This is an optimization exercise on Yosys and OpenROAD, whose aim is a short achievable clock period, not a production implementation. In this exercise RTL edits were held to simulation tests only and were not proved equivalent to the original. No activity file was given, so power comes from the tool's default toggle rates.

Design timer, start of the top module:
module timer( input  wire clk,
              input  wire rst,
              input  wire [31:0] addr,
              input  wire [31:0] wdata,
              input  wire [3:0]  wr,
              input  wire        rstrb,
              output wire [31:0] rdata,
              output wire        irq);
For scale: about 1100 cells after synthesis, about 150 flip-flops, roughly 100 I/O pins, roughly 10000 um2 of cells after synthesis.
==> module tmr_rd4, before the edit <==
module tmr_rd4(input wire [15:0] ahi, input wire [1:0] aw, input wire rstrb,
               input wire [3:0] m0, input wire [3:0] m1,
               input wire [3:0] c0, input wire [3:0] c1,
               output wire [3:0] rd);
    wire en = (ahi == 16'h4000) & rstrb;
    wire e0 = en & (aw == 2'b00);
    wire e1 = en & (aw == 2'b01);
    wire e2 = en & (aw == 2'b10);
    wire e3 = en & (aw == 2'b11);
    assign rd = ({4{e0}} & m0) | ({4{e1}} & m1) | ({4{e2}} & c0) | ({4{e3}} & c1);
endmodule
==> module timer, before the edit <==
module timer( input  wire clk,
              input  wire rst,
              input  wire [31:0] addr,
              input  wire [31:0] wdata,
              input  wire [3:0]  wr,
              input  wire        rstrb,
              output wire [31:0] rdata,
              output wire        irq);
    reg [63:0] mtime;
    reg [63:0] mtimecmp;
    reg [7:0]  gt_q;       
    reg [7:0]  eq_q;       
    reg        zero_q;     
    reg        rst_q;      
    genvar k;
    generate
        for (k = 0; k < 8; k = k + 1) begin : rd
            tmr_rd4 u (.ahi(addr[31:16]), .aw(addr[3:2]), .rstrb(rstrb),
                       .m0(mtime[4*k +: 4]), .m1(mtime[32 + 4*k +: 4]),
                       .c0(mtimecmp[4*k +: 4]), .c1(mtimecmp[32 + 4*k +: 4]),
                       .rd(rdata[4*k +: 4]));
        end
    endgenerate
    wire [3:0] we_t0, we_t1, we_c0, we_c1;
    tmr_wdec #(.W(2'b00)) u_wt0 (.ahi(addr[31:16]), .aw(addr[3:2]), .wr(wr), .we(we_t0));
    tmr_wdec #(.W(2'b01)) u_wt1 (.ahi(addr[31:16]), .aw(addr[3:2]), .wr(wr), .we(we_t1));
    tmr_wdec #(.W(2'b10)) u_wc0 (.ahi(addr[31:16]), .aw(addr[3:2]), .wr(wr), .we(we_c0));
    tmr_wdec #(.W(2'b11)) u_wc1 (.ahi(addr[31:16]), .aw(addr[3:2]), .wr(wr), .we(we_c1));
    wire [7:0] wm_t = {we_t1, we_t0};
    wire [7:0] wm_c = {we_c1, we_c0};
    wire [7:0] cy;
    assign cy[0] = 1'b1;
    generate
        for (k = 1; k < 8; k = k + 1) begin : cyb
            assign cy[k] = &mtime[8*k-1:0];
        end
    endgenerate
    wire [63:0] mtime_nxt;
    wire [63:0] cmp_nxt;
    wire [7:0]  gt_nxt, eq_nxt, z_nxt;
    generate
        for (k = 0; k < 8; k = k + 1) begin : byt
            wire [7:0] tb = mtime[8*k +: 8];
            wire [7:0] cb = mtimecmp[8*k +: 8];
            wire [7:0] wb = wdata[8*(k%4) +: 8];
            wire [7:0] ti;
            assign ti[0] = ~tb[0];
            genvar i;
            for (i = 1; i < 8; i = i + 1) begin : ib
                tmr_xor u_x (.a(tb[i]), .b(&tb[i-1:0]), .y(ti[i]));
            end
            assign mtime_nxt[8*k +: 8] = wm_t[k] ? wb : (cy[k] ? ti : tb);
            assign cmp_nxt[8*k +: 8]   = wm_c[k] ? wb : cb;
            tmr_cmp8 u_c (.a(mtime_nxt[8*k +: 8]), .b(cmp_nxt[8*k +: 8]),
                          .gt(gt_nxt[k]), .eq(eq_nxt[k]));
            assign z_nxt[k] = ~|cmp_nxt[8*k +: 8];
        end
    endgenerate
    always @(posedge clk or posedge rst) begin
        if (rst)
            mtime <= 64'd0;
        else
            mtime <= mtime_nxt;
    end
    always @(posedge clk or posedge rst) begin
        if (rst)
            rst_q <= 1'b1;
        else
            rst_q <= 1'b0;
    end
    always @(posedge clk) begin
        mtimecmp <= cmp_nxt;
        gt_q     <= gt_nxt;
        eq_q     <= eq_nxt;
        zero_q   <= &z_nxt;
    end
    wire [3:0] g2, e2;
    wire [1:0] g4, e4;
    generate
        for (k = 0; k < 4; k = k + 1) begin : ci2
            assign g2[k] = gt_q[2*k+1] | eq_q[2*k+1] & gt_q[2*k];
            assign e2[k] = eq_q[2*k+1] & eq_q[2*k];
        end
        for (k = 0; k < 2; k = k + 1) begin : ci4
            assign g4[k] = g2[2*k+1] | e2[2*k+1] & g2[2*k];
            assign e4[k] = e2[2*k+1] & e2[2*k];
        end
    endgenerate
    wire ge = g4[1] | e4[1] & (g4[0] | e4[0]);
    assign irq = rst_q ? zero_q : ge;
endmodule
make LEC_CHECK=0 CAP_MARGIN=20 CORE_MARGIN=2 CORE_UTILIZATION=40 SETUP_SLACK_MARGIN=1.5 SLEW_MARGIN=20 SYNTH_HIERARCHICAL=1 finish   # period 4.0 ns
run.sh (not shown) runs the stock make flow with config.mk's settings and CLKGATE_MAP_FILE= SYNTH_SCRIPT=/design/flow/synth_recipe.tcl, a recipe that flattens the netlist after the stock synthesis.
The baseline passed the timing, DRC and antenna checks.
Next try:
--- a/flow/design.v
+++ b/flow/design.v
@@ -22,16 +22,19 @@
 module tmr_xor(input wire a, input wire b, output wire y);
     assign y = a ^ b;
 endmodule
-module tmr_rd4(input wire [15:0] ahi, input wire [1:0] aw, input wire rstrb,
-               input wire [3:0] m0, input wire [3:0] m1,
-               input wire [3:0] c0, input wire [3:0] c1,
-               output wire [3:0] rd);
+module tmr_rd2(input wire [15:0] ahi, input wire [1:0] aw, input wire rstrb,
+               input wire [1:0] m0, input wire [1:0] m1,
+               input wire [1:0] c0, input wire [1:0] c1,
+               output wire [1:0] rd);
     wire en = (ahi == 16'h4000) & rstrb;
     wire e0 = en & (aw == 2'b00);
     wire e1 = en & (aw == 2'b01);
     wire e2 = en & (aw == 2'b10);
     wire e3 = en & (aw == 2'b11);
-    assign rd = ({4{e0}} & m0) | ({4{e1}} & m1) | ({4{e2}} & c0) | ({4{e3}} & c1);
+    assign rd = ({2{e0}} & m0) | ({2{e1}} & m1) | ({2{e2}} & c0) | ({2{e3}} & c1);
+endmodule
+module tmr_mux8(input wire s, input wire [7:0] a, input wire [7:0] b, output wire [7:0] y);
+    assign y = s ? a : b;
 endmodule
 module tmr_wdec #(parameter [1:0] W = 2'b00)
                 (input wire [15:0] ahi, input wire [1:0] aw, input wire [3:0] wr,
@@ -54,11 +57,11 @@
     reg        rst_q;      
     genvar k;
     generate
-        for (k = 0; k < 8; k = k + 1) begin : rd
-            tmr_rd4 u (.ahi(addr[31:16]), .aw(addr[3:2]), .rstrb(rstrb),
-                       .m0(mtime[4*k +: 4]), .m1(mtime[32 + 4*k +: 4]),
-                       .c0(mtimecmp[4*k +: 4]), .c1(mtimecmp[32 + 4*k +: 4]),
-                       .rd(rdata[4*k +: 4]));
+        for (k = 0; k < 16; k = k + 1) begin : rd
+            tmr_rd2 u (.ahi(addr[31:16]), .aw(addr[3:2]), .rstrb(rstrb),
+                       .m0(mtime[2*k +: 2]), .m1(mtime[32 + 2*k +: 2]),
+                       .c0(mtimecmp[2*k +: 2]), .c1(mtimecmp[32 + 2*k +: 2]),
+                       .rd(rdata[2*k +: 2]));
         end
     endgenerate
     wire [3:0] we_t0, we_t1, we_c0, we_c1;
@@ -90,10 +93,20 @@
                 tmr_xor u_x (.a(tb[i]), .b(&tb[i-1:0]), .y(ti[i]));
             end
             assign mtime_nxt[8*k +: 8] = wm_t[k] ? wb : (cy[k] ? ti : tb);
-            assign cmp_nxt[8*k +: 8]   = wm_c[k] ? wb : cb;
-            tmr_cmp8 u_c (.a(mtime_nxt[8*k +: 8]), .b(cmp_nxt[8*k +: 8]),
-                          .gt(gt_nxt[k]), .eq(eq_nxt[k]));
-            assign z_nxt[k] = ~|cmp_nxt[8*k +: 8];
+            tmr_mux8 u_cn (.s(wm_c[k]), .a(wb), .b(cb), .y(cmp_nxt[8*k +: 8]));
+            wire g0, e0, g1, e1, g2, e2, g3, e3, g4, e4;
+            tmr_cmp8 u_pc0 (.a(tb), .b(cb), .gt(g0), .eq(e0));
+            tmr_cmp8 u_pc1 (.a(ti), .b(cb), .gt(g1), .eq(e1));
+            tmr_cmp8 u_pw0 (.a(tb), .b(wb), .gt(g2), .eq(e2));
+            tmr_cmp8 u_pw1 (.a(ti), .b(wb), .gt(g3), .eq(e3));
+            tmr_cmp8 u_wc  (.a(wb), .b(cb), .gt(g4), .eq(e4));
+            wire pc_g = cy[k] ? g1 : g0;
+            wire pc_e = cy[k] ? e1 : e0;
+            wire pw_g = cy[k] ? g3 : g2;
+            wire pw_e = cy[k] ? e3 : e2;
+            assign gt_nxt[k] = wm_t[k] ? g4 : (wm_c[k] ? pw_g : pc_g);
+            assign eq_nxt[k] = wm_t[k] ? e4 : (wm_c[k] ? pw_e : pc_e);
+            assign z_nxt[k] = wm_c[k] ? ~|wb : ~|cb;
         end
     endgenerate
     always @(posedge clk or posedge rst) begin
Total power increases by about a fifth.
Via count rises by well over a third.
Sequential share of layout area came out lower by 8.7 points.
First-iteration DRC count goes up by well over a third.
Final cell count goes up by well over a third.
Count of clock-buffer cells in the layout is higher by 1.
Final area rises by well over a third.
Synthesized area is higher by well over a third.
Register-to-register slack gets better by 0.19 ns.
Die area went up by well over a third.
Worst setup slack is worse by 0.25 ns.
Clock power increases by a few percent.
Combinational power is higher by well over a third.

[port drivers added, routing unchanged]
In the flow no input, the clock included, has a driving cell. The finished layouts below were timed again as built, in two steps.
Step 1: set_driving_cell puts a clkbuf_16 on clk and a buf_2 on each other input, an assumption about the parent block.
Step 2 moves the port delays by t, midway between the first and last clock arrival at a register: inputs arrive t later, outputs are due t later. That takes back most of the time a late clock gives input paths.
a / b / c = no drivers / after step 1 / after step 2; a / b = the first two.
| run | t, ns | slack for setup (ns) | slew at the worst register clock pin (ns) |
|---|---|---|---|
| the first run | 0.476 | 0.947 / 0.956 / 0.480 | 0.07 / 0.07 |
| the second run | 0.540 | 0.694 / 0.656 / 0.656 | 0.07 / 0.07 |
After both steps every run listed still meets setup and hold. For the first run, which loses most, drivers alone change the setup slack by +0.009 ns; drivers and shift together by -0.467 ns.
